This design comes from an exercise in tuning for small area on the open sky130 flow, not from production work.
Only simulation tests tie the RTL to the original design; equivalence was not proved.

--- flow/constraint.sdc ---
create_clock -name core_clock -period 4.5 [get_ports {clock}]
set_input_delay 0.9000 -clock core_clock [delete_from_list [all_inputs] [get_ports {clock}]]
set_output_delay 0.9000 -clock core_clock [all_outputs]
set_load 0.01 [all_outputs]
--- flow/run.sh ---
#!/bin/bash
# synth_recipe.tcl (not shown) runs the flow's synth.tcl, then flattens the netlist and writes it again
# the make line also repeats each setting of config.mk as NAME=value (left out here)
make -C /OpenROAD-flow-scripts/flow DESIGN_CONFIG=/design/flow/config.mk WORK_HOME=/design/flow/orfs CLKGATE_MAP_FILE= SYNTH_SCRIPT=/design/flow/synth_recipe.tcl finish
--- flow/config.mk ---
export PLATFORM = sky130hd
export DESIGN_NAME = cordic_pipeline_rtl
export DESIGN_NICKNAME = cordic_pipeline_rtl
export VERILOG_FILES = /design/flow/design.v
export SDC_FILE = /design/flow/constraint.sdc
export NUM_CORES = 4
export LEC_CHECK = 0
export CAP_MARGIN = 0
export CORE_MARGIN = 2
export CORE_UTILIZATION = 70
export CTS_CLUSTER_DIAMETER = 100
export CTS_CLUSTER_SIZE = 30
export GPL_TIMING_DRIVEN = 1
export PLACE_DENSITY = 0.75
export SLEW_MARGIN = 0
--- flow/design.v ---
module cordic_pipeline_rtl( clock, reset, ce, angle_in, sin_out, cos_out, valid_out );
input clock, reset, ce;
input signed [11:0] angle_in;
output signed [11:0] sin_out, cos_out;
output valid_out;
reg [3:0] valid_cnt;
always @(posedge clock)
  if (reset == 1'b0) valid_cnt <= 4'd15;
  else if (ce && valid_cnt != 4'd0) valid_cnt <= valid_cnt - 4'd1;
assign valid_out = (valid_cnt == 4'd0);
wire sg_1 = angle_in[11];
wire [10:0] u_2 = angle_in[10:0] ^ {11{sg_1}};
wire e_3 = (u_2 >= 11'd804);
wire e_4 = e_3 ? (u_2 >= 11'd1279) : (u_2 >= 11'd329);
wire e_5 = e_3 ? (e_4 ? (u_2 >= 11'd1530) : (u_2 >= 11'd1028)) : (e_4 ? (u_2 >= 11'd580) : (u_2 >= 11'd78));
wire [13:0] E_6 = {sg_1, e_3, e_4, e_5, u_2[9:0]};
reg [13:0] l1_e;
wire [10:0] d_7;
wire [9:0] k_8 = (l1_e[12] ? (l1_e[11] ? (l1_e[10] ? 10'h207 : 10'h305) : (l1_e[10] ? 10'h3fd : 10'hfb)) : (l1_e[11] ? (l1_e[10] ? 10'h1bd : 10'h2bb) : (l1_e[10] ? 10'h3b3 : 10'hb1)));
wire [9:0] w_9 = l1_e[9:0] + k_8;
wire [6:0] sv_10 = (|w_9[9:8]) ? 7'd127 : w_9[7:1];
assign d_7[0] = ~l1_e[13];
assign d_7[1] = l1_e[12] ^ l1_e[13];
assign d_7[2] = l1_e[11] ^ l1_e[13];
assign d_7[3] = l1_e[10] ^ l1_e[13];
assign d_7[4] = sv_10[6] ^ l1_e[13];
assign d_7[5] = sv_10[5] ^ l1_e[13];
assign d_7[6] = sv_10[4] ^ l1_e[13];
assign d_7[7] = sv_10[3] ^ l1_e[13];
assign d_7[8] = sv_10[2] ^ l1_e[13];
assign d_7[9] = sv_10[1] ^ l1_e[13];
assign d_7[10] = sv_10[0] ^ l1_e[13];
reg [10:0] l2_d;
reg [10:0] l3_d;
reg [10:0] l4_d;
reg [10:0] l5_d;
reg [10:0] l6_d;
reg [10:0] l7_d;
reg [10:0] l8_d;
reg [10:0] l9_d;
wire signed [11:0] x_11 = (l9_d[4] ? (l9_d[3] ? (l9_d[2] ? (l9_d[1] ? (l9_d[0] ? 12'hf47 : 12'h68b) : (l9_d[0] ? 12'h4cd : 12'h481)) : (l9_d[1] ? (l9_d[0] ? 12'h271 : 12'h61d) : (l9_d[0] ? 12'h65b : 12'h1b7))) : (l9_d[2] ? (l9_d[1] ? (l9_d[0] ? 12'he9 : 12'h685) : (l9_d[0] ? 12'h5c3 : 12'h32f)) : (l9_d[1] ? (l9_d[0] ? 12'h3df : 12'h553) : (l9_d[0] ? 12'h695 : 12'h19)))) : (l9_d[3] ? (l9_d[2] ? (l9_d[1] ? (l9_d[0] ? 12'h19 : 12'h695) : (l9_d[0] ? 12'h553 : 12'h3df)) : (l9_d[1] ? (l9_d[0] ? 12'h32f : 12'h5c3) : (l9_d[0] ? 12'h685 : 12'he9))) : (l9_d[2] ? (l9_d[1] ? (l9_d[0] ? 12'h1b7 : 12'h65b) : (l9_d[0] ? 12'h61d : 12'h271)) : (l9_d[1] ? (l9_d[0] ? 12'h481 : 12'h4cd) : (l9_d[0] ? 12'h68b : 12'hf47)))));
wire signed [11:0] y_12 = (l9_d[4] ? (l9_d[3] ? (l9_d[2] ? (l9_d[1] ? (l9_d[0] ? 12'h68b : 12'hb9) : (l9_d[0] ? 12'h481 : 12'hb33)) : (l9_d[1] ? (l9_d[0] ? 12'h61d : 12'hd8f) : (l9_d[0] ? 12'h1b7 : 12'h9a5))) : (l9_d[2] ? (l9_d[1] ? (l9_d[0] ? 12'h685 : 12'hf17) : (l9_d[0] ? 12'h32f : 12'ha3d)) : (l9_d[1] ? (l9_d[0] ? 12'h553 : 12'hc21) : (l9_d[0] ? 12'h19 : 12'h96b)))) : (l9_d[3] ? (l9_d[2] ? (l9_d[1] ? (l9_d[0] ? 12'h695 : 12'hfe7) : (l9_d[0] ? 12'h3df : 12'haad)) : (l9_d[1] ? (l9_d[0] ? 12'h5c3 : 12'hcd1) : (l9_d[0] ? 12'he9 : 12'h97b))) : (l9_d[2] ? (l9_d[1] ? (l9_d[0] ? 12'h65b : 12'he49) : (l9_d[0] ? 12'h271 : 12'h9e3)) : (l9_d[1] ? (l9_d[0] ? 12'h4cd : 12'hb7f) : (l9_d[0] ? 12'hf47 : 12'h975)))));
wire signed [11:0] sy_x_13 = y_12 >>> 5;
wire signed [11:0] sx_x_13 = x_11 >>> 5;
wire tx_15_m = l9_d[5];
wire [8:0] tx_15_lo = {1'b0, x_11[6:0], tx_15_m} + {1'b0, y_12[11:5] ^ {7{tx_15_m}}, tx_15_m};
wire tx_15_sg = y_12[11] ^ tx_15_m;
wire [4:0] tx_15_hi = tx_15_sg ? (tx_15_lo[8] ? x_11[11:7] : x_11[11:7] - 1'b1) : (tx_15_lo[8] ? x_11[11:7] + 1'b1 : x_11[11:7]);
wire [12:0] tx_15 = {tx_15_hi, tx_15_lo[7:1], 1'b0};
wire ty_16_m = ~l9_d[5];
wire [8:0] ty_16_lo = {1'b0, y_12[6:0], ty_16_m} + {1'b0, x_11[11:5] ^ {7{ty_16_m}}, ty_16_m};
wire ty_16_sg = x_11[11] ^ ty_16_m;
wire [4:0] ty_16_hi = ty_16_sg ? (ty_16_lo[8] ? y_12[11:7] : y_12[11:7] - 1'b1) : (ty_16_lo[8] ? y_12[11:7] + 1'b1 : y_12[11:7]);
wire [12:0] ty_16 = {ty_16_hi, ty_16_lo[7:1], 1'b0};
wire signed [11:0] x_13 = tx_15[12:1];
wire signed [11:0] y_14 = ty_16[12:1];
reg signed [11:0] l10_x;
reg signed [11:0] l10_y;
reg [10:6] l10_d;
wire [10:0] dw_17 = {l10_d, 6'd0};
wire signed [11:0] sy_x_18 = l10_y >>> 6;
wire signed [11:0] sx_x_18 = l10_x >>> 6;
wire tx_20_m = dw_17[6];
wire [5:0] tx_20_b = l10_y[11:6] ^ {6{tx_20_m}};
wire [6:0] tx_20_cc;
wire [5:0] tx_20_lo;
assign tx_20_cc[0] = tx_20_m;
assign tx_20_lo = l10_x[5:0] ^ tx_20_b ^ tx_20_cc[5:0];
assign tx_20_cc[6:1] = (l10_x[5:0] & tx_20_b) | (l10_x[5:0] & tx_20_cc[5:0]) | (tx_20_b & tx_20_cc[5:0]);
wire tx_20_sg = l10_y[11] ^ tx_20_m;
wire tx_20_hi_inc = tx_20_cc[6] & ~tx_20_sg;
wire tx_20_hi_dec = ~tx_20_cc[6] & tx_20_sg;
wire [5:0] tx_20_hi_pa, tx_20_hi_pz;
assign tx_20_hi_pa[0] = 1'b1; assign tx_20_hi_pz[0] = 1'b1;
assign tx_20_hi_pa[1] = tx_20_hi_pa[0] & l10_x[6]; assign tx_20_hi_pz[1] = tx_20_hi_pz[0] & ~l10_x[6];
assign tx_20_hi_pa[2] = tx_20_hi_pa[1] & l10_x[7]; assign tx_20_hi_pz[2] = tx_20_hi_pz[1] & ~l10_x[7];
assign tx_20_hi_pa[3] = tx_20_hi_pa[2] & l10_x[8]; assign tx_20_hi_pz[3] = tx_20_hi_pz[2] & ~l10_x[8];
assign tx_20_hi_pa[4] = tx_20_hi_pa[3] & l10_x[9]; assign tx_20_hi_pz[4] = tx_20_hi_pz[3] & ~l10_x[9];
assign tx_20_hi_pa[5] = tx_20_hi_pa[4] & l10_x[10]; assign tx_20_hi_pz[5] = tx_20_hi_pz[4] & ~l10_x[10];
wire [5:0] tx_20_hi = l10_x[11:6] ^ (({6{tx_20_hi_inc}} & tx_20_hi_pa) | ({6{tx_20_hi_dec}} & tx_20_hi_pz));
wire [12:0] tx_20 = {tx_20_hi, tx_20_lo, 1'b0};
wire ty_21_m = ~dw_17[6];
wire [5:0] ty_21_b = l10_x[11:6] ^ {6{ty_21_m}};
wire [6:0] ty_21_cc;
wire [5:0] ty_21_lo;
assign ty_21_cc[0] = ty_21_m;
assign ty_21_lo = l10_y[5:0] ^ ty_21_b ^ ty_21_cc[5:0];
assign ty_21_cc[6:1] = (l10_y[5:0] & ty_21_b) | (l10_y[5:0] & ty_21_cc[5:0]) | (ty_21_b & ty_21_cc[5:0]);
wire ty_21_sg = l10_x[11] ^ ty_21_m;
wire ty_21_hi_inc = ty_21_cc[6] & ~ty_21_sg;
wire ty_21_hi_dec = ~ty_21_cc[6] & ty_21_sg;
wire [5:0] ty_21_hi_pa, ty_21_hi_pz;
assign ty_21_hi_pa[0] = 1'b1; assign ty_21_hi_pz[0] = 1'b1;
assign ty_21_hi_pa[1] = ty_21_hi_pa[0] & l10_y[6]; assign ty_21_hi_pz[1] = ty_21_hi_pz[0] & ~l10_y[6];
assign ty_21_hi_pa[2] = ty_21_hi_pa[1] & l10_y[7]; assign ty_21_hi_pz[2] = ty_21_hi_pz[1] & ~l10_y[7];
assign ty_21_hi_pa[3] = ty_21_hi_pa[2] & l10_y[8]; assign ty_21_hi_pz[3] = ty_21_hi_pz[2] & ~l10_y[8];
assign ty_21_hi_pa[4] = ty_21_hi_pa[3] & l10_y[9]; assign ty_21_hi_pz[4] = ty_21_hi_pz[3] & ~l10_y[9];
assign ty_21_hi_pa[5] = ty_21_hi_pa[4] & l10_y[10]; assign ty_21_hi_pz[5] = ty_21_hi_pz[4] & ~l10_y[10];
wire [5:0] ty_21_hi = l10_y[11:6] ^ (({6{ty_21_hi_inc}} & ty_21_hi_pa) | ({6{ty_21_hi_dec}} & ty_21_hi_pz));
wire [12:0] ty_21 = {ty_21_hi, ty_21_lo, 1'b0};
wire signed [11:0] x_18 = tx_20[12:1];
wire signed [11:0] y_19 = ty_21[12:1];
reg signed [11:0] l11_x;
reg signed [11:0] l11_y;
reg [10:7] l11_d;
wire [10:0] dw_22 = {l11_d, 7'd0};
wire signed [11:0] sy_x_23 = l11_y >>> 7;
wire signed [11:0] sx_x_23 = l11_x >>> 7;
wire tx_25_m = dw_22[7];
wire [4:0] tx_25_b = l11_y[11:7] ^ {5{tx_25_m}};
wire [5:0] tx_25_cc;
wire [4:0] tx_25_lo;
assign tx_25_cc[0] = tx_25_m;
assign tx_25_lo = l11_x[4:0] ^ tx_25_b ^ tx_25_cc[4:0];
assign tx_25_cc[5:1] = (l11_x[4:0] & tx_25_b) | (l11_x[4:0] & tx_25_cc[4:0]) | (tx_25_b & tx_25_cc[4:0]);
wire tx_25_sg = l11_y[11] ^ tx_25_m;
wire tx_25_hi_inc = tx_25_cc[5] & ~tx_25_sg;
wire tx_25_hi_dec = ~tx_25_cc[5] & tx_25_sg;
wire [6:0] tx_25_hi_pa, tx_25_hi_pz;
assign tx_25_hi_pa[0] = 1'b1; assign tx_25_hi_pz[0] = 1'b1;
assign tx_25_hi_pa[1] = tx_25_hi_pa[0] & l11_x[5]; assign tx_25_hi_pz[1] = tx_25_hi_pz[0] & ~l11_x[5];
assign tx_25_hi_pa[2] = tx_25_hi_pa[1] & l11_x[6]; assign tx_25_hi_pz[2] = tx_25_hi_pz[1] & ~l11_x[6];
assign tx_25_hi_pa[3] = tx_25_hi_pa[2] & l11_x[7]; assign tx_25_hi_pz[3] = tx_25_hi_pz[2] & ~l11_x[7];
assign tx_25_hi_pa[4] = tx_25_hi_pa[3] & l11_x[8]; assign tx_25_hi_pz[4] = tx_25_hi_pz[3] & ~l11_x[8];
assign tx_25_hi_pa[5] = tx_25_hi_pa[4] & l11_x[9]; assign tx_25_hi_pz[5] = tx_25_hi_pz[4] & ~l11_x[9];
assign tx_25_hi_pa[6] = tx_25_hi_pa[5] & l11_x[10]; assign tx_25_hi_pz[6] = tx_25_hi_pz[5] & ~l11_x[10];
wire [6:0] tx_25_hi = l11_x[11:5] ^ (({7{tx_25_hi_inc}} & tx_25_hi_pa) | ({7{tx_25_hi_dec}} & tx_25_hi_pz));
wire [12:0] tx_25 = {tx_25_hi, tx_25_lo, 1'b0};
wire ty_26_m = ~dw_22[7];
wire [4:0] ty_26_b = l11_x[11:7] ^ {5{ty_26_m}};
wire [5:0] ty_26_cc;
wire [4:0] ty_26_lo;
assign ty_26_cc[0] = ty_26_m;
assign ty_26_lo = l11_y[4:0] ^ ty_26_b ^ ty_26_cc[4:0];
assign ty_26_cc[5:1] = (l11_y[4:0] & ty_26_b) | (l11_y[4:0] & ty_26_cc[4:0]) | (ty_26_b & ty_26_cc[4:0]);
wire ty_26_sg = l11_x[11] ^ ty_26_m;
wire ty_26_hi_inc = ty_26_cc[5] & ~ty_26_sg;
wire ty_26_hi_dec = ~ty_26_cc[5] & ty_26_sg;
wire [6:0] ty_26_hi_pa, ty_26_hi_pz;
assign ty_26_hi_pa[0] = 1'b1; assign ty_26_hi_pz[0] = 1'b1;
assign ty_26_hi_pa[1] = ty_26_hi_pa[0] & l11_y[5]; assign ty_26_hi_pz[1] = ty_26_hi_pz[0] & ~l11_y[5];
assign ty_26_hi_pa[2] = ty_26_hi_pa[1] & l11_y[6]; assign ty_26_hi_pz[2] = ty_26_hi_pz[1] & ~l11_y[6];
assign ty_26_hi_pa[3] = ty_26_hi_pa[2] & l11_y[7]; assign ty_26_hi_pz[3] = ty_26_hi_pz[2] & ~l11_y[7];
assign ty_26_hi_pa[4] = ty_26_hi_pa[3] & l11_y[8]; assign ty_26_hi_pz[4] = ty_26_hi_pz[3] & ~l11_y[8];
assign ty_26_hi_pa[5] = ty_26_hi_pa[4] & l11_y[9]; assign ty_26_hi_pz[5] = ty_26_hi_pz[4] & ~l11_y[9];
assign ty_26_hi_pa[6] = ty_26_hi_pa[5] & l11_y[10]; assign ty_26_hi_pz[6] = ty_26_hi_pz[5] & ~l11_y[10];
wire [6:0] ty_26_hi = l11_y[11:5] ^ (({7{ty_26_hi_inc}} & ty_26_hi_pa) | ({7{ty_26_hi_dec}} & ty_26_hi_pz));
wire [12:0] ty_26 = {ty_26_hi, ty_26_lo, 1'b0};
wire signed [11:0] x_23 = tx_25[12:1];
wire signed [11:0] y_24 = ty_26[12:1];
reg signed [11:0] l12_x;
reg signed [11:0] l12_y;
reg [10:8] l12_d;
wire [10:0] dw_27 = {l12_d, 8'd0};
wire signed [11:0] sy_x_28 = l12_y >>> 8;
wire signed [11:0] sx_x_28 = l12_x >>> 8;
wire tx_30_m = dw_27[8];
wire [3:0] tx_30_b = l12_y[11:8] ^ {4{tx_30_m}};
wire [4:0] tx_30_cc;
wire [3:0] tx_30_lo;
assign tx_30_cc[0] = tx_30_m;
assign tx_30_lo = l12_x[3:0] ^ tx_30_b ^ tx_30_cc[3:0];
assign tx_30_cc[4:1] = (l12_x[3:0] & tx_30_b) | (l12_x[3:0] & tx_30_cc[3:0]) | (tx_30_b & tx_30_cc[3:0]);
wire tx_30_sg = l12_y[11] ^ tx_30_m;
wire tx_30_hi_inc = tx_30_cc[4] & ~tx_30_sg;
wire tx_30_hi_dec = ~tx_30_cc[4] & tx_30_sg;
wire [7:0] tx_30_hi_pa, tx_30_hi_pz;
assign tx_30_hi_pa[0] = 1'b1; assign tx_30_hi_pz[0] = 1'b1;
assign tx_30_hi_pa[1] = tx_30_hi_pa[0] & l12_x[4]; assign tx_30_hi_pz[1] = tx_30_hi_pz[0] & ~l12_x[4];
assign tx_30_hi_pa[2] = tx_30_hi_pa[1] & l12_x[5]; assign tx_30_hi_pz[2] = tx_30_hi_pz[1] & ~l12_x[5];
assign tx_30_hi_pa[3] = tx_30_hi_pa[2] & l12_x[6]; assign tx_30_hi_pz[3] = tx_30_hi_pz[2] & ~l12_x[6];
assign tx_30_hi_pa[4] = tx_30_hi_pa[3] & l12_x[7]; assign tx_30_hi_pz[4] = tx_30_hi_pz[3] & ~l12_x[7];
assign tx_30_hi_pa[5] = tx_30_hi_pa[4] & l12_x[8]; assign tx_30_hi_pz[5] = tx_30_hi_pz[4] & ~l12_x[8];
assign tx_30_hi_pa[6] = tx_30_hi_pa[5] & l12_x[9]; assign tx_30_hi_pz[6] = tx_30_hi_pz[5] & ~l12_x[9];
assign tx_30_hi_pa[7] = tx_30_hi_pa[6] & l12_x[10]; assign tx_30_hi_pz[7] = tx_30_hi_pz[6] & ~l12_x[10];
wire [7:0] tx_30_hi = l12_x[11:4] ^ (({8{tx_30_hi_inc}} & tx_30_hi_pa) | ({8{tx_30_hi_dec}} & tx_30_hi_pz));
wire [12:0] tx_30 = {tx_30_hi, tx_30_lo, 1'b0};
wire ty_31_m = ~dw_27[8];
wire [3:0] ty_31_b = l12_x[11:8] ^ {4{ty_31_m}};
wire [4:0] ty_31_cc;
wire [3:0] ty_31_lo;
assign ty_31_cc[0] = ty_31_m;
assign ty_31_lo = l12_y[3:0] ^ ty_31_b ^ ty_31_cc[3:0];
assign ty_31_cc[4:1] = (l12_y[3:0] & ty_31_b) | (l12_y[3:0] & ty_31_cc[3:0]) | (ty_31_b & ty_31_cc[3:0]);
wire ty_31_sg = l12_x[11] ^ ty_31_m;
wire ty_31_hi_inc = ty_31_cc[4] & ~ty_31_sg;
wire ty_31_hi_dec = ~ty_31_cc[4] & ty_31_sg;
wire [7:0] ty_31_hi_pa, ty_31_hi_pz;
assign ty_31_hi_pa[0] = 1'b1; assign ty_31_hi_pz[0] = 1'b1;
assign ty_31_hi_pa[1] = ty_31_hi_pa[0] & l12_y[4]; assign ty_31_hi_pz[1] = ty_31_hi_pz[0] & ~l12_y[4];
assign ty_31_hi_pa[2] = ty_31_hi_pa[1] & l12_y[5]; assign ty_31_hi_pz[2] = ty_31_hi_pz[1] & ~l12_y[5];
assign ty_31_hi_pa[3] = ty_31_hi_pa[2] & l12_y[6]; assign ty_31_hi_pz[3] = ty_31_hi_pz[2] & ~l12_y[6];
assign ty_31_hi_pa[4] = ty_31_hi_pa[3] & l12_y[7]; assign ty_31_hi_pz[4] = ty_31_hi_pz[3] & ~l12_y[7];
assign ty_31_hi_pa[5] = ty_31_hi_pa[4] & l12_y[8]; assign ty_31_hi_pz[5] = ty_31_hi_pz[4] & ~l12_y[8];
assign ty_31_hi_pa[6] = ty_31_hi_pa[5] & l12_y[9]; assign ty_31_hi_pz[6] = ty_31_hi_pz[5] & ~l12_y[9];
assign ty_31_hi_pa[7] = ty_31_hi_pa[6] & l12_y[10]; assign ty_31_hi_pz[7] = ty_31_hi_pz[6] & ~l12_y[10];
wire [7:0] ty_31_hi = l12_y[11:4] ^ (({8{ty_31_hi_inc}} & ty_31_hi_pa) | ({8{ty_31_hi_dec}} & ty_31_hi_pz));
wire [12:0] ty_31 = {ty_31_hi, ty_31_lo, 1'b0};
wire signed [11:0] x_28 = tx_30[12:1];
wire signed [11:0] y_29 = ty_31[12:1];
reg signed [11:0] l13_x;
reg signed [11:0] l13_y;
reg [10:9] l13_d;
wire [10:0] dw_32 = {l13_d, 9'd0};
wire signed [11:0] sy_x_33 = l13_y >>> 9;
wire signed [11:0] sx_x_33 = l13_x >>> 9;
wire tx_35_m = dw_32[9];
wire [2:0] tx_35_b = l13_y[11:9] ^ {3{tx_35_m}};
wire [3:0] tx_35_cc;
wire [2:0] tx_35_lo;
assign tx_35_cc[0] = tx_35_m;
assign tx_35_lo = l13_x[2:0] ^ tx_35_b ^ tx_35_cc[2:0];
assign tx_35_cc[3:1] = (l13_x[2:0] & tx_35_b) | (l13_x[2:0] & tx_35_cc[2:0]) | (tx_35_b & tx_35_cc[2:0]);
wire tx_35_sg = l13_y[11] ^ tx_35_m;
wire [8:0] tx_35_hi = tx_35_sg ? (tx_35_cc[3] ? l13_x[11:3] : l13_x[11:3] - 1'b1) : (tx_35_cc[3] ? l13_x[11:3] + 1'b1 : l13_x[11:3]);
wire [12:0] tx_35 = {tx_35_hi, tx_35_lo, 1'b0};
wire ty_36_m = ~dw_32[9];
wire [2:0] ty_36_b = l13_x[11:9] ^ {3{ty_36_m}};
wire [3:0] ty_36_cc;
wire [2:0] ty_36_lo;
assign ty_36_cc[0] = ty_36_m;
assign ty_36_lo = l13_y[2:0] ^ ty_36_b ^ ty_36_cc[2:0];
assign ty_36_cc[3:1] = (l13_y[2:0] & ty_36_b) | (l13_y[2:0] & ty_36_cc[2:0]) | (ty_36_b & ty_36_cc[2:0]);
wire ty_36_sg = l13_x[11] ^ ty_36_m;
wire [8:0] ty_36_hi = ty_36_sg ? (ty_36_cc[3] ? l13_y[11:3] : l13_y[11:3] - 1'b1) : (ty_36_cc[3] ? l13_y[11:3] + 1'b1 : l13_y[11:3]);
wire [12:0] ty_36 = {ty_36_hi, ty_36_lo, 1'b0};
wire signed [11:0] x_33 = tx_35[12:1];
wire signed [11:0] y_34 = ty_36[12:1];
wire signed [11:0] sy_x_37 = y_34 >>> 10;
wire signed [11:0] sx_x_37 = x_33 >>> 10;
wire tx_39_m = dw_32[10];
wire [1:0] tx_39_b = y_34[11:10] ^ {2{tx_39_m}};
wire [2:0] tx_39_cc;
wire [1:0] tx_39_lo;
assign tx_39_cc[0] = tx_39_m;
assign tx_39_lo = x_33[1:0] ^ tx_39_b ^ tx_39_cc[1:0];
assign tx_39_cc[2:1] = (x_33[1:0] & tx_39_b) | (x_33[1:0] & tx_39_cc[1:0]) | (tx_39_b & tx_39_cc[1:0]);
wire tx_39_sg = y_34[11] ^ tx_39_m;
wire [9:0] tx_39_hi = tx_39_sg ? (tx_39_cc[2] ? x_33[11:2] : x_33[11:2] - 1'b1) : (tx_39_cc[2] ? x_33[11:2] + 1'b1 : x_33[11:2]);
wire [12:0] tx_39 = {tx_39_hi, tx_39_lo, 1'b0};
wire ty_40_m = ~dw_32[10];
wire [1:0] ty_40_b = x_33[11:10] ^ {2{ty_40_m}};
wire [2:0] ty_40_cc;
wire [1:0] ty_40_lo;
assign ty_40_cc[0] = ty_40_m;
assign ty_40_lo = y_34[1:0] ^ ty_40_b ^ ty_40_cc[1:0];
assign ty_40_cc[2:1] = (y_34[1:0] & ty_40_b) | (y_34[1:0] & ty_40_cc[1:0]) | (ty_40_b & ty_40_cc[1:0]);
wire ty_40_sg = x_33[11] ^ ty_40_m;
wire [9:0] ty_40_hi = ty_40_sg ? (ty_40_cc[2] ? y_34[11:2] : y_34[11:2] - 1'b1) : (ty_40_cc[2] ? y_34[11:2] + 1'b1 : y_34[11:2]);
wire [12:0] ty_40 = {ty_40_hi, ty_40_lo, 1'b0};
wire signed [11:0] x_37 = tx_39[12:1];
wire signed [11:0] y_38 = ty_40[12:1];
reg signed [11:0] l14_x;
reg signed [11:0] l14_y;
wire signed [23:0] ex_41 = l14_x;
wire [11:0] u_44 = l14_x ^ 12'h800;
wire px_42_p_w1 = ~u_44[0] ^ u_44[2] ^ 1'b1;
wire px_42_p_w2 = (~u_44[0] & u_44[2]) | (~u_44[0] & 1'b1) | (u_44[2] & 1'b1);
wire px_42_p_w3 = ~u_44[0] ^ ~u_44[2] ^ u_44[4];
wire px_42_p_w4 = (~u_44[0] & ~u_44[2]) | (~u_44[0] & u_44[4]) | (~u_44[2] & u_44[4]);
wire px_42_p_w5 = ~u_44[1] ^ ~u_44[3] ^ u_44[5];
wire px_42_p_w6 = (~u_44[1] & ~u_44[3]) | (~u_44[1] & u_44[5]) | (~u_44[3] & u_44[5]);
wire px_42_p_w7 = ~u_44[2] ^ ~u_44[4] ^ u_44[6];
wire px_42_p_w8 = (~u_44[2] & ~u_44[4]) | (~u_44[2] & u_44[6]) | (~u_44[4] & u_44[6]);
wire px_42_p_w9 = u_44[0] ^ ~u_44[3] ^ ~u_44[5];
wire px_42_p_w10 = (u_44[0] & ~u_44[3]) | (u_44[0] & ~u_44[5]) | (~u_44[3] & ~u_44[5]);
wire px_42_p_w11 = u_44[1] ^ ~u_44[4] ^ ~u_44[6];
wire px_42_p_w12 = (u_44[1] & ~u_44[4]) | (u_44[1] & ~u_44[6]) | (~u_44[4] & ~u_44[6]);
wire px_42_p_w13 = u_44[0] ^ u_44[2] ^ ~u_44[5];
wire px_42_p_w14 = (u_44[0] & u_44[2]) | (u_44[0] & ~u_44[5]) | (u_44[2] & ~u_44[5]);
wire px_42_p_w15 = u_44[1] ^ u_44[3] ^ ~u_44[6];
wire px_42_p_w16 = (u_44[1] & u_44[3]) | (u_44[1] & ~u_44[6]) | (u_44[3] & ~u_44[6]);
wire px_42_p_w17 = u_44[2] ^ u_44[4] ^ ~u_44[7];
wire px_42_p_w18 = (u_44[2] & u_44[4]) | (u_44[2] & ~u_44[7]) | (u_44[4] & ~u_44[7]);
wire px_42_p_w19 = ~u_44[9] ^ u_44[11] ^ 1'b1;
wire px_42_p_w20 = (~u_44[9] & u_44[11]) | (~u_44[9] & 1'b1) | (u_44[11] & 1'b1);
wire px_42_p_w21 = u_44[3] ^ u_44[5] ^ ~u_44[8];
wire px_42_p_w22 = (u_44[3] & u_44[5]) | (u_44[3] & ~u_44[8]) | (u_44[5] & ~u_44[8]);
wire px_42_p_w23 = u_44[4] ^ u_44[6] ^ ~u_44[9];
wire px_42_p_w24 = (u_44[4] & u_44[6]) | (u_44[4] & ~u_44[9]) | (u_44[6] & ~u_44[9]);
wire px_42_p_w25 = u_44[5] ^ u_44[7] ^ ~u_44[10];
wire px_42_p_w26 = (u_44[5] & u_44[7]) | (u_44[5] & ~u_44[10]) | (u_44[7] & ~u_44[10]);
wire px_42_p_w27 = u_44[6] ^ u_44[8] ^ ~u_44[11];
wire px_42_p_w28 = (u_44[6] & u_44[8]) | (u_44[6] & ~u_44[11]) | (u_44[8] & ~u_44[11]);
wire px_42_p_w29 = u_44[7] ^ u_44[9] ^ 1'b1;
wire px_42_p_w30 = (u_44[7] & u_44[9]) | (u_44[7] & 1'b1) | (u_44[9] & 1'b1);
wire px_42_p_w31 = u_44[8] ^ u_44[10] ^ 1'b1;
wire px_42_p_w32 = (u_44[8] & u_44[10]) | (u_44[8] & 1'b1) | (u_44[10] & 1'b1);
wire px_42_p_w33 = px_42_p_w2 ^ ~u_44[1] ^ u_44[3];
wire px_42_p_w34 = (px_42_p_w2 & ~u_44[1]) | (px_42_p_w2 & u_44[3]) | (~u_44[1] & u_44[3]);
wire px_42_p_w35 = px_42_p_w8 ^ px_42_p_w9 ^ u_44[7];
wire px_42_p_w36 = (px_42_p_w8 & px_42_p_w9) | (px_42_p_w8 & u_44[7]) | (px_42_p_w9 & u_44[7]);
wire px_42_p_w37 = px_42_p_w10 ^ px_42_p_w11 ^ u_44[8];
wire px_42_p_w38 = (px_42_p_w10 & px_42_p_w11) | (px_42_p_w10 & u_44[8]) | (px_42_p_w11 & u_44[8]);
wire px_42_p_w39 = px_42_p_w12 ^ px_42_p_w13 ^ ~u_44[7];
wire px_42_p_w40 = (px_42_p_w12 & px_42_p_w13) | (px_42_p_w12 & ~u_44[7]) | (px_42_p_w13 & ~u_44[7]);
wire px_42_p_w41 = px_42_p_w14 ^ px_42_p_w15 ^ ~u_44[8];
wire px_42_p_w42 = (px_42_p_w14 & px_42_p_w15) | (px_42_p_w14 & ~u_44[8]) | (px_42_p_w15 & ~u_44[8]);
wire px_42_p_w43 = px_42_p_w16 ^ px_42_p_w17 ^ px_42_p_w19;
wire px_42_p_w44 = (px_42_p_w16 & px_42_p_w17) | (px_42_p_w16 & px_42_p_w19) | (px_42_p_w17 & px_42_p_w19);
wire px_42_p_w45 = px_42_p_w18 ^ px_42_p_w20 ^ px_42_p_w21;
wire px_42_p_w46 = (px_42_p_w18 & px_42_p_w20) | (px_42_p_w18 & px_42_p_w21) | (px_42_p_w20 & px_42_p_w21);
wire px_42_p_w47 = px_42_p_w22 ^ px_42_p_w23 ^ ~u_44[11];
wire px_42_p_w48 = (px_42_p_w22 & px_42_p_w23) | (px_42_p_w22 & ~u_44[11]) | (px_42_p_w23 & ~u_44[11]);
wire px_42_p_w49 = px_42_p_w24 ^ px_42_p_w25 ^ 1'b1;
wire px_42_p_w50 = (px_42_p_w24 & px_42_p_w25) | (px_42_p_w24 & 1'b1) | (px_42_p_w25 & 1'b1);
wire px_42_p_w51 = px_42_p_w32 ^ u_44[9] ^ u_44[11];
wire px_42_p_w52 = (px_42_p_w32 & u_44[9]) | (px_42_p_w32 & u_44[11]) | (u_44[9] & u_44[11]);
wire px_42_p_w53 = px_42_p_w34 ^ px_42_p_w3 ^ 1'b1;
wire px_42_p_w54 = (px_42_p_w34 & px_42_p_w3) | (px_42_p_w34 & 1'b1) | (px_42_p_w3 & 1'b1);
wire px_42_p_w55 = px_42_p_w38 ^ px_42_p_w39 ^ u_44[9];
wire px_42_p_w56 = (px_42_p_w38 & px_42_p_w39) | (px_42_p_w38 & u_44[9]) | (px_42_p_w39 & u_44[9]);
wire px_42_p_w57 = px_42_p_w40 ^ px_42_p_w41 ^ u_44[10];
wire px_42_p_w58 = (px_42_p_w40 & px_42_p_w41) | (px_42_p_w40 & u_44[10]) | (px_42_p_w41 & u_44[10]);
wire px_42_p_w59 = px_42_p_w44 ^ px_42_p_w45 ^ ~u_44[10];
wire px_42_p_w60 = (px_42_p_w44 & px_42_p_w45) | (px_42_p_w44 & ~u_44[10]) | (px_42_p_w45 & ~u_44[10]);
wire px_42_p_w61 = px_42_p_w50 ^ px_42_p_w26 ^ px_42_p_w27;
wire px_42_p_w62 = (px_42_p_w50 & px_42_p_w26) | (px_42_p_w50 & px_42_p_w27) | (px_42_p_w26 & px_42_p_w27);
wire px_42_p_w63 = px_42_p_w52 ^ u_44[10] ^ 1'b1;
wire px_42_p_w64 = (px_42_p_w52 & u_44[10]) | (px_42_p_w52 & 1'b1) | (u_44[10] & 1'b1);
wire px_42_p_w65 = px_42_p_w54 ^ px_42_p_w4 ^ px_42_p_w5;
wire px_42_p_w66 = (px_42_p_w54 & px_42_p_w4) | (px_42_p_w54 & px_42_p_w5) | (px_42_p_w4 & px_42_p_w5);
wire px_42_p_w67 = px_42_p_w58 ^ px_42_p_w42 ^ px_42_p_w43;
wire px_42_p_w68 = (px_42_p_w58 & px_42_p_w42) | (px_42_p_w58 & px_42_p_w43) | (px_42_p_w42 & px_42_p_w43);
wire px_42_p_w69 = px_42_p_w60 ^ px_42_p_w46 ^ px_42_p_w47;
wire px_42_p_w70 = (px_42_p_w60 & px_42_p_w46) | (px_42_p_w60 & px_42_p_w47) | (px_42_p_w46 & px_42_p_w47);
wire px_42_p_w71 = px_42_p_w62 ^ px_42_p_w28 ^ px_42_p_w29;
wire px_42_p_w72 = (px_42_p_w62 & px_42_p_w28) | (px_42_p_w62 & px_42_p_w29) | (px_42_p_w28 & px_42_p_w29);
wire px_42_p_w73 = px_42_p_w66 ^ px_42_p_w6 ^ px_42_p_w7;
wire px_42_p_w74 = (px_42_p_w66 & px_42_p_w6) | (px_42_p_w66 & px_42_p_w7) | (px_42_p_w6 & px_42_p_w7);
wire px_42_p_w75 = px_42_p_w68 ^ px_42_p_w59 ^ 1'b1;
wire px_42_p_w76 = (px_42_p_w68 & px_42_p_w59) | (px_42_p_w68 & 1'b1) | (px_42_p_w59 & 1'b1);
wire px_42_p_w77 = px_42_p_w70 ^ px_42_p_w48 ^ px_42_p_w49;
wire px_42_p_w78 = (px_42_p_w70 & px_42_p_w48) | (px_42_p_w70 & px_42_p_w49) | (px_42_p_w48 & px_42_p_w49);
wire px_42_p_w79 = px_42_p_w72 ^ px_42_p_w30 ^ px_42_p_w31;
wire px_42_p_w80 = (px_42_p_w72 & px_42_p_w30) | (px_42_p_w72 & px_42_p_w31) | (px_42_p_w30 & px_42_p_w31);
wire px_42_p_w81 = (u_44[0] & 1'b0) | (u_44[0] & 1'b0) | (1'b0 & 1'b0);
wire px_42_p_w82 = (u_44[1] & 1'b0) | (u_44[1] & px_42_p_w81) | (1'b0 & px_42_p_w81);
wire px_42_p_w83 = (px_42_p_w1 & 1'b0) | (px_42_p_w1 & px_42_p_w82) | (1'b0 & px_42_p_w82);
wire px_42_p_w84 = (px_42_p_w33 & 1'b0) | (px_42_p_w33 & px_42_p_w83) | (1'b0 & px_42_p_w83);
wire px_42_p_w85 = (px_42_p_w53 & 1'b0) | (px_42_p_w53 & px_42_p_w84) | (1'b0 & px_42_p_w84);
wire px_42_p_w86 = (px_42_p_w65 & 1'b0) | (px_42_p_w65 & px_42_p_w85) | (1'b0 & px_42_p_w85);
wire [15:0] px_42_p_w87 = {1'b1, px_42_p_w64, px_42_p_w63, px_42_p_w80, px_42_p_w79, px_42_p_w71, px_42_p_w78, px_42_p_w77, px_42_p_w76, px_42_p_w75, px_42_p_w67, px_42_p_w56, px_42_p_w55, px_42_p_w36, px_42_p_w74, px_42_p_w73} + {1'b0, u_44[11], 1'b0, px_42_p_w51, 1'b0, 1'b0, px_42_p_w61, 1'b0, px_42_p_w69, 1'b0, 1'b0, px_42_p_w57, 1'b0, px_42_p_w37, px_42_p_w35, 1'b0} + px_42_p_w86;
wire [21:0] px_42_p = {px_42_p_w87, 6'd0};
wire signed [11:0] rx_43 = px_42_p[21:10];
wire signed [23:0] ey_88 = l14_y;
wire [11:0] u_91 = l14_y ^ 12'h800;
wire py_89_p_w1 = ~u_91[0] ^ u_91[2] ^ 1'b1;
wire py_89_p_w2 = (~u_91[0] & u_91[2]) | (~u_91[0] & 1'b1) | (u_91[2] & 1'b1);
wire py_89_p_w3 = ~u_91[0] ^ ~u_91[2] ^ u_91[4];
wire py_89_p_w4 = (~u_91[0] & ~u_91[2]) | (~u_91[0] & u_91[4]) | (~u_91[2] & u_91[4]);
wire py_89_p_w5 = ~u_91[1] ^ ~u_91[3] ^ u_91[5];
wire py_89_p_w6 = (~u_91[1] & ~u_91[3]) | (~u_91[1] & u_91[5]) | (~u_91[3] & u_91[5]);
wire py_89_p_w7 = ~u_91[2] ^ ~u_91[4] ^ u_91[6];
wire py_89_p_w8 = (~u_91[2] & ~u_91[4]) | (~u_91[2] & u_91[6]) | (~u_91[4] & u_91[6]);
wire py_89_p_w9 = u_91[0] ^ ~u_91[3] ^ ~u_91[5];
wire py_89_p_w10 = (u_91[0] & ~u_91[3]) | (u_91[0] & ~u_91[5]) | (~u_91[3] & ~u_91[5]);
wire py_89_p_w11 = u_91[1] ^ ~u_91[4] ^ ~u_91[6];
wire py_89_p_w12 = (u_91[1] & ~u_91[4]) | (u_91[1] & ~u_91[6]) | (~u_91[4] & ~u_91[6]);
wire py_89_p_w13 = u_91[0] ^ u_91[2] ^ ~u_91[5];
wire py_89_p_w14 = (u_91[0] & u_91[2]) | (u_91[0] & ~u_91[5]) | (u_91[2] & ~u_91[5]);
wire py_89_p_w15 = u_91[1] ^ u_91[3] ^ ~u_91[6];
wire py_89_p_w16 = (u_91[1] & u_91[3]) | (u_91[1] & ~u_91[6]) | (u_91[3] & ~u_91[6]);
wire py_89_p_w17 = u_91[2] ^ u_91[4] ^ ~u_91[7];
wire py_89_p_w18 = (u_91[2] & u_91[4]) | (u_91[2] & ~u_91[7]) | (u_91[4] & ~u_91[7]);
wire py_89_p_w19 = ~u_91[9] ^ u_91[11] ^ 1'b1;
wire py_89_p_w20 = (~u_91[9] & u_91[11]) | (~u_91[9] & 1'b1) | (u_91[11] & 1'b1);
wire py_89_p_w21 = u_91[3] ^ u_91[5] ^ ~u_91[8];
wire py_89_p_w22 = (u_91[3] & u_91[5]) | (u_91[3] & ~u_91[8]) | (u_91[5] & ~u_91[8]);
wire py_89_p_w23 = u_91[4] ^ u_91[6] ^ ~u_91[9];
wire py_89_p_w24 = (u_91[4] & u_91[6]) | (u_91[4] & ~u_91[9]) | (u_91[6] & ~u_91[9]);
wire py_89_p_w25 = u_91[5] ^ u_91[7] ^ ~u_91[10];
wire py_89_p_w26 = (u_91[5] & u_91[7]) | (u_91[5] & ~u_91[10]) | (u_91[7] & ~u_91[10]);
wire py_89_p_w27 = u_91[6] ^ u_91[8] ^ ~u_91[11];
wire py_89_p_w28 = (u_91[6] & u_91[8]) | (u_91[6] & ~u_91[11]) | (u_91[8] & ~u_91[11]);
wire py_89_p_w29 = u_91[7] ^ u_91[9] ^ 1'b1;
wire py_89_p_w30 = (u_91[7] & u_91[9]) | (u_91[7] & 1'b1) | (u_91[9] & 1'b1);
wire py_89_p_w31 = u_91[8] ^ u_91[10] ^ 1'b1;
wire py_89_p_w32 = (u_91[8] & u_91[10]) | (u_91[8] & 1'b1) | (u_91[10] & 1'b1);
wire py_89_p_w33 = py_89_p_w2 ^ ~u_91[1] ^ u_91[3];
wire py_89_p_w34 = (py_89_p_w2 & ~u_91[1]) | (py_89_p_w2 & u_91[3]) | (~u_91[1] & u_91[3]);
wire py_89_p_w35 = py_89_p_w8 ^ py_89_p_w9 ^ u_91[7];
wire py_89_p_w36 = (py_89_p_w8 & py_89_p_w9) | (py_89_p_w8 & u_91[7]) | (py_89_p_w9 & u_91[7]);
wire py_89_p_w37 = py_89_p_w10 ^ py_89_p_w11 ^ u_91[8];
wire py_89_p_w38 = (py_89_p_w10 & py_89_p_w11) | (py_89_p_w10 & u_91[8]) | (py_89_p_w11 & u_91[8]);
wire py_89_p_w39 = py_89_p_w12 ^ py_89_p_w13 ^ ~u_91[7];
wire py_89_p_w40 = (py_89_p_w12 & py_89_p_w13) | (py_89_p_w12 & ~u_91[7]) | (py_89_p_w13 & ~u_91[7]);
wire py_89_p_w41 = py_89_p_w14 ^ py_89_p_w15 ^ ~u_91[8];
wire py_89_p_w42 = (py_89_p_w14 & py_89_p_w15) | (py_89_p_w14 & ~u_91[8]) | (py_89_p_w15 & ~u_91[8]);
wire py_89_p_w43 = py_89_p_w16 ^ py_89_p_w17 ^ py_89_p_w19;
wire py_89_p_w44 = (py_89_p_w16 & py_89_p_w17) | (py_89_p_w16 & py_89_p_w19) | (py_89_p_w17 & py_89_p_w19);
wire py_89_p_w45 = py_89_p_w18 ^ py_89_p_w20 ^ py_89_p_w21;
wire py_89_p_w46 = (py_89_p_w18 & py_89_p_w20) | (py_89_p_w18 & py_89_p_w21) | (py_89_p_w20 & py_89_p_w21);
wire py_89_p_w47 = py_89_p_w22 ^ py_89_p_w23 ^ ~u_91[11];
wire py_89_p_w48 = (py_89_p_w22 & py_89_p_w23) | (py_89_p_w22 & ~u_91[11]) | (py_89_p_w23 & ~u_91[11]);
wire py_89_p_w49 = py_89_p_w24 ^ py_89_p_w25 ^ 1'b1;
wire py_89_p_w50 = (py_89_p_w24 & py_89_p_w25) | (py_89_p_w24 & 1'b1) | (py_89_p_w25 & 1'b1);
wire py_89_p_w51 = py_89_p_w32 ^ u_91[9] ^ u_91[11];
wire py_89_p_w52 = (py_89_p_w32 & u_91[9]) | (py_89_p_w32 & u_91[11]) | (u_91[9] & u_91[11]);
wire py_89_p_w53 = py_89_p_w34 ^ py_89_p_w3 ^ 1'b1;
wire py_89_p_w54 = (py_89_p_w34 & py_89_p_w3) | (py_89_p_w34 & 1'b1) | (py_89_p_w3 & 1'b1);
wire py_89_p_w55 = py_89_p_w38 ^ py_89_p_w39 ^ u_91[9];
wire py_89_p_w56 = (py_89_p_w38 & py_89_p_w39) | (py_89_p_w38 & u_91[9]) | (py_89_p_w39 & u_91[9]);
wire py_89_p_w57 = py_89_p_w40 ^ py_89_p_w41 ^ u_91[10];
wire py_89_p_w58 = (py_89_p_w40 & py_89_p_w41) | (py_89_p_w40 & u_91[10]) | (py_89_p_w41 & u_91[10]);
wire py_89_p_w59 = py_89_p_w44 ^ py_89_p_w45 ^ ~u_91[10];
wire py_89_p_w60 = (py_89_p_w44 & py_89_p_w45) | (py_89_p_w44 & ~u_91[10]) | (py_89_p_w45 & ~u_91[10]);
wire py_89_p_w61 = py_89_p_w50 ^ py_89_p_w26 ^ py_89_p_w27;
wire py_89_p_w62 = (py_89_p_w50 & py_89_p_w26) | (py_89_p_w50 & py_89_p_w27) | (py_89_p_w26 & py_89_p_w27);
wire py_89_p_w63 = py_89_p_w52 ^ u_91[10] ^ 1'b1;
wire py_89_p_w64 = (py_89_p_w52 & u_91[10]) | (py_89_p_w52 & 1'b1) | (u_91[10] & 1'b1);
wire py_89_p_w65 = py_89_p_w54 ^ py_89_p_w4 ^ py_89_p_w5;
wire py_89_p_w66 = (py_89_p_w54 & py_89_p_w4) | (py_89_p_w54 & py_89_p_w5) | (py_89_p_w4 & py_89_p_w5);
wire py_89_p_w67 = py_89_p_w58 ^ py_89_p_w42 ^ py_89_p_w43;
wire py_89_p_w68 = (py_89_p_w58 & py_89_p_w42) | (py_89_p_w58 & py_89_p_w43) | (py_89_p_w42 & py_89_p_w43);
wire py_89_p_w69 = py_89_p_w60 ^ py_89_p_w46 ^ py_89_p_w47;
wire py_89_p_w70 = (py_89_p_w60 & py_89_p_w46) | (py_89_p_w60 & py_89_p_w47) | (py_89_p_w46 & py_89_p_w47);
wire py_89_p_w71 = py_89_p_w62 ^ py_89_p_w28 ^ py_89_p_w29;
wire py_89_p_w72 = (py_89_p_w62 & py_89_p_w28) | (py_89_p_w62 & py_89_p_w29) | (py_89_p_w28 & py_89_p_w29);
wire py_89_p_w73 = py_89_p_w66 ^ py_89_p_w6 ^ py_89_p_w7;
wire py_89_p_w74 = (py_89_p_w66 & py_89_p_w6) | (py_89_p_w66 & py_89_p_w7) | (py_89_p_w6 & py_89_p_w7);
wire py_89_p_w75 = py_89_p_w68 ^ py_89_p_w59 ^ 1'b1;
wire py_89_p_w76 = (py_89_p_w68 & py_89_p_w59) | (py_89_p_w68 & 1'b1) | (py_89_p_w59 & 1'b1);
wire py_89_p_w77 = py_89_p_w70 ^ py_89_p_w48 ^ py_89_p_w49;
wire py_89_p_w78 = (py_89_p_w70 & py_89_p_w48) | (py_89_p_w70 & py_89_p_w49) | (py_89_p_w48 & py_89_p_w49);
wire py_89_p_w79 = py_89_p_w72 ^ py_89_p_w30 ^ py_89_p_w31;
wire py_89_p_w80 = (py_89_p_w72 & py_89_p_w30) | (py_89_p_w72 & py_89_p_w31) | (py_89_p_w30 & py_89_p_w31);
wire py_89_p_w81 = (u_91[0] & 1'b0) | (u_91[0] & 1'b0) | (1'b0 & 1'b0);
wire py_89_p_w82 = (u_91[1] & 1'b0) | (u_91[1] & py_89_p_w81) | (1'b0 & py_89_p_w81);
wire py_89_p_w83 = (py_89_p_w1 & 1'b0) | (py_89_p_w1 & py_89_p_w82) | (1'b0 & py_89_p_w82);
wire py_89_p_w84 = (py_89_p_w33 & 1'b0) | (py_89_p_w33 & py_89_p_w83) | (1'b0 & py_89_p_w83);
wire py_89_p_w85 = (py_89_p_w53 & 1'b0) | (py_89_p_w53 & py_89_p_w84) | (1'b0 & py_89_p_w84);
wire py_89_p_w86 = (py_89_p_w65 & 1'b0) | (py_89_p_w65 & py_89_p_w85) | (1'b0 & py_89_p_w85);
wire [15:0] py_89_p_w87 = {1'b1, py_89_p_w64, py_89_p_w63, py_89_p_w80, py_89_p_w79, py_89_p_w71, py_89_p_w78, py_89_p_w77, py_89_p_w76, py_89_p_w75, py_89_p_w67, py_89_p_w56, py_89_p_w55, py_89_p_w36, py_89_p_w74, py_89_p_w73} + {1'b0, u_91[11], 1'b0, py_89_p_w51, 1'b0, 1'b0, py_89_p_w61, 1'b0, py_89_p_w69, 1'b0, 1'b0, py_89_p_w57, 1'b0, py_89_p_w37, py_89_p_w35, 1'b0} + py_89_p_w86;
wire [21:0] py_89_p = {py_89_p_w87, 6'd0};
wire signed [11:0] ry_90 = py_89_p[21:10];
reg signed [11:0] l15_c;
reg signed [11:0] l15_s;
assign cos_out = l15_c;
assign sin_out = l15_s;
always @(posedge clock)
  if (ce) begin
    l1_e <= E_6;
    l2_d <= d_7;
    l3_d <= l2_d;
    l4_d <= l3_d;
    l5_d <= l4_d;
    l6_d <= l5_d;
    l7_d <= l6_d;
    l8_d <= l7_d;
    l9_d <= l8_d;
    l10_x <= x_13;
    l10_y <= y_14;
    l10_d <= l9_d[10:6];
    l11_x <= x_18;
    l11_y <= y_19;
    l11_d <= dw_17[10:7];
    l12_x <= x_23;
    l12_y <= y_24;
    l12_d <= dw_22[10:8];
    l13_x <= x_28;
    l13_y <= y_29;
    l13_d <= dw_27[10:9];
    l14_x <= x_37;
    l14_y <= y_38;
    l15_c <= rx_43;
    l15_s <= ry_90;
  end
endmodule
==> results.txt, run 1 <==
status finished clean; sequential share of the synthesized area 46.64%; DRC errors left 0; slew of the pin with the lowest slew margin 0.8978 ns; initial core utilization between 70% and 80%; Vias per Instance 5.680; Clock Root Buffer clkbuf_16; Setup CP Type reg2reg; number of flops mapped to enable cells by yosys 260; Critical Path Fanout Max 4; Worst-path clk slew 0.11 ns; relative slew slack approximately 40%; largest stage delay on the critical path roughly 0.53 ns; Core Util, Final 76.83%; drt first pass iters 5; setup TNS 0 ns; Place WS 0.08821 ns; syn_area_per_cell about 12 um^2; Period minus WS final 4.290 ns; Total GRT Usage 22.96%; maxcap violations 0; Clock Latency Late Sink around 0.49 ns; vias after detailed routing 10170; Hold Path Class reg2reg; CTS Sinks 264; mapped cell area 16910 um^2; asr flop ratio synth 0%; die height 159.4 um; Congestion Overflow GR 0; Post-DRT Antenna Nets 0; sequence of cells on the critical path buf_4 -> mux2i_1 -> fa_1 -> inv_1 -> fa_1 -> or4_4 -> nor2_2 -> a31oi_1 -> xnor2_2 -> mux2i_1 -> fa_2 -> or3_1 -> or2_1 -> o22ai_1 -> xnor2_1; DR iter-0 viols 582; Die Wd 159.4 um; commonest cells after routing, fill and taps aside edfxtp_1 (260), inv_1 (178), xnor2_1 (129), fa_1 (86), ha_1 (86); Setup WS post-layout 0.2104 ns; largest net degree at the start of global routing 120; GPL Wtd Cong between 0.8 and 0.9; Site Rows 56; reg-to-reg startpoint l13_d[9]$_DFFE_PP_; number of buffers added on ports 39; Seq cells post-synth approximately 260; post-synth top area share a little under half; fillers 1556; WL/cell between 15 and 20 um; area leader, netlist edfxtp_1; Worst EP required roughly 4.7 ns; core area 23610 um^2; Nets 1656; hold_sp l9_d[9]$_DFFE_PP_; share of cells above drive strength 1 6.046%; DP Cell Count 1765; Setup violations, final 0; vias in the first global route between 10000 and 15000; Syn-to-layout area delta 7.280%; Main synth FF type edfxtp_1; Final Skew 0.01614 ns; Post-DP HPWL 21.12 mm; Area contributors post-synth edfxtp_1 (46%), fa_1 (11%), xnor2_1 (6.7%); synthesized instance count 1433; CTS Buffer Depth 3; synth unique cells 88; CTS tree yes; warnings from Yosys 1; Setup crit start l13_d[9]$_DFFE_PP_; worst endpoint data arrival time 4.52 ns; slowest cell on the critical path or4_4; Max Freq 0.2331 GHz; ant diodes 0; Final Non-Filler Cells 1791; Worst Setup End Kind register; TritonCTS Buffers 13; period utilisation layout 95.32%; CP Launch Type register; DIE AREA between 20000 and 30000 um^2; Final Hold Viols 0; Final Max Slew Viols 0; WL final 28.48 mm; initial antenna violation count 0; I/O Pins 40; H-tree levels 1; syn nets 1623; most common cell after layout, fill and taps aside edfxtp_1; first-pass GRT wire length 48.17 mm
-- Yosys cell counts (all sizes together), types with 5 or more instances --
cell,n
or3,14
nand2,74
mux2i,18
o21bai,6
fa,89
nor2b,15
o22ai,6
nor3b,7
buf,18
nor4,13
xor2,80
o211ai,13
a31oi,22
nand2b,17
a21o,5
clkbuf,34
and3,14
inv,182
o21ai,42
nand4,13
nand3,19
xnor2,133
nor2,82
ha,86
nor3,26
a41oi,6
a22oi,5
o21a,10
nand3b,5
edfxtp,260
a211oi,7
a21oi,40
-- flip-flops by register name, indices dropped and copies added (netlist names), 12 cells and up --
signal and cells:
l10_x 12, l10_y 12, l11_x 12, l11_y 12, l12_x 12, l12_y 12, l13_x 12, l13_y 12
l14_x 12, l14_y 12, l15_c 12, l15_s 12, l1_e 14
-- final timing paths --
| kind | endpoint | slack (ns) | cells after the start |
|---|---|---|---|
| setup / recovery | l14_y[5]$_DFFE_PP_ | 0.21 | 15 |
| hold / removal | l10_d[9]$_DFFE_PP_ | 0.42 | 0 |
| setup reg to reg | l14_y[5]$_DFFE_PP_ | 0.21 | 15 |
| hold reg to reg | l10_d[9]$_DFFE_PP_ | 0.42 | 0 |
-- critical path: cells and delay by family, from the launching register on --
kind | cells | cell delay [ns]
compound gates | 2 | 0.34
mux | 2 | 0.29
buf+inv | 2 | 0.26
flops | 1 | 0.48
xor+xnor | 2 | 0.35
fa+ha+maj | 3 | 0.95
simple gates | 4 | 1.37
-- cells by family after synthesis --
logic type | share of synthesized area (%)
buf+inv | 5.431
fa+ha+maj | 16.96
xor+xnor | 11.88
simple gates | 9.626
flops | 46.64
compound gates | 8.035
mux | 1.428
-- layout make-up --
| class | count | area (um^2) | area share, % |
|---|---|---|---|
| flip-flops and latches | 264 | 7888 | 43.48 |
| multi-input cells | 935 | 8147 | 44.90 |
| clock inverters | 4 | 40.04 | 0.2207 |
| inverters | 182 | 688.2 | 3.793 |
| clock buffers | 17 | 340.3 | 1.876 |
| well taps | 319 | 399.1 | 2.200 |
| repair buffers | 70 | 640.6 | 3.531 |
-- metal layers --
metal	up-vias	track usage [%]	wire length, um
li1	5011	-	-
met1	4927	28.31	11720
met2	191	43.24	15190
met3	43	2.735	1032
met4	0	5.372	543
met5	-	0	0
-- metrics by stage --
step / hold slack [ns] / cell area, um^2
after floorplan: 0.4003 / 16910
after global placement: 0.4021 / 17680
after detailed placement: 0.4045 / 17680
after CTS: 0.4284 / 18060
after global routing: 0.4307 / 18140
final: 0.4209 / 18140
-- what timing repair did --
item,in CTS,in global routing
setup endpoints to repair,0,15
gates resized for setup,0,10
buffers inserted,0,5
hold buffers,0,0
==> run 2: changes to the inputs <==
==> flow/flow/run.sh (new file) <==
#!/bin/bash
# Own layout flow: the standard flow, with the port buffers made of the
# smallest buffer cell instead of the default choice.
cp standard.sh standard_sh_copy.log
export BUFFER_PORTS_ARGS="-buffer_cell sky130_fd_sc_hd__buf_1"
bash standard.sh > standard_run.log 2>&1
==> flow/standard.sh (new file) <==
#!/bin/bash
# synth_recipe.tcl (not shown) runs the flow's synth.tcl, then flattens the netlist and writes it again
# the make line also repeats each setting of config.mk as NAME=value (left out here)
make -C /OpenROAD-flow-scripts/flow DESIGN_CONFIG=/design/flow/config.mk WORK_HOME=/design/flow/orfs CLKGATE_MAP_FILE= SYNTH_SCRIPT=/design/flow/synth_recipe.tcl "${@:-finish}"
removed: flow/run.sh
==> run 2 against run 1 <==
Net effect: worst setup slack got worse by 0.034 ns; first-iteration DRC count shrank 7.9%; non-clock buffer count rose by 7; cell count is 0.28% higher; global-route usage shrank 0.13 points; via count is 0.28% lower; clock skew is 0.0039 ns lower; critical path type unchanged; still clean; critical endpoint unchanged; synthesized cell count unchanged.
==> results.txt, run 2 <==
Syn-to-layout area delta 6.134% (was 7.280%); Worst-path clk slew 0.11 ns (about the same); number of buffers added on ports 39 (unchanged); Largest Register l1_e (unchanged); warnings from Yosys 1 (unchanged); Clock Root Buffer clkbuf_16 (unchanged); share of cells above drive strength 1 6.500% (was 6.046%); CP Launch Type register (unchanged); CTS tree yes (unchanged); FF-to-FF setup slack 0.18 ns (was 0.21 ns); sequence of cells on the critical path buf_4 -> xnor2_4 -> inv_6 -> fa_1 -> or4_4 -> nor2_2 -> a31oi_1 -> xnor2_1 -> mux2i_1 -> fa_2 -> or3_4 -> or2_1 -> o22ai_1 -> xnor2_1 (was buf_4 -> mux2i_1 -> fa_1 -> inv_1 -> fa_1 -> or4_4 -> nor2_2 -> a31oi_1 -> xnor2_2 -> mux2i_1 -> fa_2 -> or3_1 -> or2_1 -> o22ai_1 -> xnor2_1); H-tree levels 1 (unchanged); Commonest cells post-synth edfxtp_1 (260), inv_1 (178), xnor2_1 (130), fa_1 (89), ha_1 (86) (unchanged); Worst Path Buf+Inv 2 (unchanged); slew of the pin with the lowest slew margin 0.8898 ns (was 0.8978 ns); WL final 28.31 mm (was 28.48 mm); CP Depth 14 (was 15); Total GRT Usage 22.83% (was 22.96%); CTS Buffer Depth 3 (unchanged); sequential share of the synthesized area 46.64% (unchanged); most common cell after layout, fill and taps aside edfxtp_1 (unchanged); Setup crit end l14_y[5]$_DFFE_PP_ (unchanged); Setup WS post-layout 0.1759 ns (was 0.2104 ns); drt first pass iters 5 (unchanged); Main synth FF type edfxtp_1 (unchanged); relative slew slack 40.68% (was 40.15%); fillers 1573 (was 1556); reg-to-reg startpoint l13_d[9]$_DFFE_PP_ (unchanged); synthesized instance count 1433 (unchanged); synth unique cells 88 (unchanged); DIE AREA 25420 um^2 (unchanged); syn_area_per_cell 11.80 um^2 (unchanged); Period minus WS final 4.324 ns (was 4.290 ns); Congestion Overflow GR 0 (unchanged); Hold Path Class reg2reg (unchanged); maxcap violations 0 (unchanged); Final Max Slew Viols 0 (unchanged); largest net degree at the start of global routing 99 (was 120); status finished clean (unchanged); Seq cells post-synth 264 (unchanged); TritonCTS Buffers 13 (unchanged); Area contributors post-synth edfxtp_1 (46%), fa_1 (11%), xnor2_1 (6.7%) (unchanged); core area 23610 um^2 (unchanged); initial core utilization 71.62% (unchanged); number of flops mapped to enable cells by yosys 260 (unchanged); vias after detailed routing 10140 (was 10170); vias in the first global route 10280 (about the same); Worst EP required 4.72 ns (was 4.74 ns); CTS Sinks 264 (unchanged); DRC errors left 0 (unchanged); Most common cell on crit path xnor2_1; Critical Path Fanout Max 9 (was 4); period utilisation layout 96.09% (was 95.32%); Setup crit start l13_d[9]$_DFFE_PP_ (unchanged); I/O Pins 40 (unchanged); Die Wd 159.4 um (unchanged); largest stage delay on the critical path 0.53 ns (about the same); Post-CTS Hold Buffers 0 (unchanged); Final Skew 0.01220 ns (was 0.01614 ns); Nets 1663 (was 1656); Final Hold Viols 0 (unchanged); slowest cell on the critical path or4_4 (unchanged); DR iter-0 viols 536 (was 582); Setup CP Type reg2reg (unchanged); Vias per Instance 5.648 (was 5.680); worst reg2reg path depth 14 (was 15); count leader, synth edfxtp_1 (unchanged); first-pass GRT wire length 47.89 mm (was 48.17 mm); Post-DRT Antenna Nets 0 (unchanged); commonest cells after routing, fill and taps aside edfxtp_1 (260), inv_1 (178), xnor2_1 (129), fa_1 (88), ha_1 (86) (was edfxtp_1 (260), inv_1 (178), xnor2_1 (129), fa_1 (86), ha_1 (86)); setup TNS 0 ns (unchanged); Clock Latency Late Sink 0.48 ns (was 0.49 ns); syn nets 1623 (unchanged); ant diodes 0 (unchanged); initial antenna violation count 0 (unchanged); worst endpoint data arrival time 4.55 ns (was 4.52 ns); RSZ-0062 raised after global routing yes; Site Rows 56 (unchanged); Worst Setup End Kind register (unchanged); CP delay by family, top simple AND/OR/NAND/NOR gates (unchanged); Critical R2R Capture l14_y[5]$_DFFE_PP_ (unchanged); Setup violations, final 0 (unchanged); mapped cell area 16910 um^2 (unchanged); WL/cell 15.76 um (was 15.90 um); Place WS 0.03468 ns (was 0.08821 ns); post-synth top area share 46.17% (unchanged); area leader, netlist edfxtp_1 (unchanged); Max Freq 0.2313 GHz (was 0.2331 GHz); asr flop ratio synth 0% (unchanged); die height 159.4 um (unchanged); GPL Wtd Cong 0.8668 (was 0.8894); Post-DP HPWL 21.39 mm (was 21.12 mm); max FFs per register 14 (unchanged)
[run 2: final cells by class]
class	instances	area, um^2	area share (%)
inverter	182	688.2	3.834
timing repair buffer	77	447.9	2.496
sequential	264	7888	43.95
clock buffer	16	336.6	1.875
tap	319	399.1	2.224
clock inverter	3	42.54	0.2370
multi-input combinational	935	8147	45.39
[run 2: worst register-to-register path, delay by kind of cell, from the launching register on]
family	cells	cell delay [ns]
simple gates	4	1.31
fa+ha+maj	2	0.80
xor+xnor	3	0.71
flops	1	0.48
compound gates	2	0.31
buf+inv	2	0.29
mux	1	0.16
[run 2: kinds of logic (layout without fill, tap and decap cells)]
family	count (synthesis)	in the layout	share of synthesized area, %
simple gates	319	319	9.626
flops	264	264	46.64
buf+inv	234	278	5.431
xor+xnor	217	217	11.88
compound gates	201	201	8.035
fa+ha+maj	176	176	16.96
mux	22	22	1.428
[run 2: timing repair]
| item | in CTS | in global routing |
|---|---|---|
| resized for setup | 0 | 9 |
| setup buffers | 0 | 9 |
| endpoints found under the setup margin | 0 | 17 |
[run 2: worst min path at each step]
stage / from / endpoint / slack (ns) / cells after the start
global placement: l3_d[3]$_DFFE_PP_ / l4_d[3]$_DFFE_PP_ / 0.40 / 0
CTS: l4_d[3]$_DFFE_PP_ / l5_d[3]$_DFFE_PP_ / 0.42 / 0
finish: l4_d[3]$_DFFE_PP_ / l5_d[3]$_DFFE_PP_ / 0.42 / 0
global route: l7_d[5]$_DFFE_PP_ / l8_d[5]$_DFFE_PP_ / 0.43 / 0
detailed placement: l9_d[10]$_DFFE_PP_ / l10_d[10]$_DFFE_PP_ / 0.40 / 0
floorplan: l9_d[10]$_DFFE_PP_ / l10_d[10]$_DFFE_PP_ / 0.40 / 0
[run 2: metal layers]
layer	up-vias	part of all wire (%)	global-route usage, %
li1	5026	-	-
met2	164	54	43.28
met3	41	2.7	2.423
met4	0	2.3	6.116
met1	4913	41	27.77
met5	-	0	0
[run 2: per-stage QoR]
step	util [%]	instance area, um^2	hold WS [ns]	cells
final	76.01	17950	0.4184	1796
after global routing	76.01	17950	0.4342	1796
after CTS	75.55	17840	0.4156	1787
after detailed placement	73.95	17460	0.4045	1768
after global placement	73.95	17460	0.4021	1768
after floorplan	-	16910	0.4003	1433

[afterwards: timing with drivers on the ports]
Ports are ideal in the flow. The routed layouts listed here were re-timed in OpenROAD.
Step 1 (the two cells are an assumption about what drives the block):
set clk [get_ports {clock}]
set_driving_cell -lib_cell sky130_fd_sc_hd__clkbuf_16 $clk
set_driving_cell -lib_cell sky130_fd_sc_hd__buf_2 [delete_from_list [all_inputs] $clk]
Step 2 also shifts input and output timing later by t, the mid clock arrival at the registers, as if the neighbouring blocks saw the same clock.
a / b / c = no drivers / after step 1 / after step 2; a / b = the first two.
run	t, ns	slack for setup (ns)	worst setup path after step 2
run 1	0.524	0.210 / 0.210 / 0.210	register to register
run 2	0.524	0.176 / 0.176 / 0.176	register to register
After both steps setup and hold are still met in every run listed.
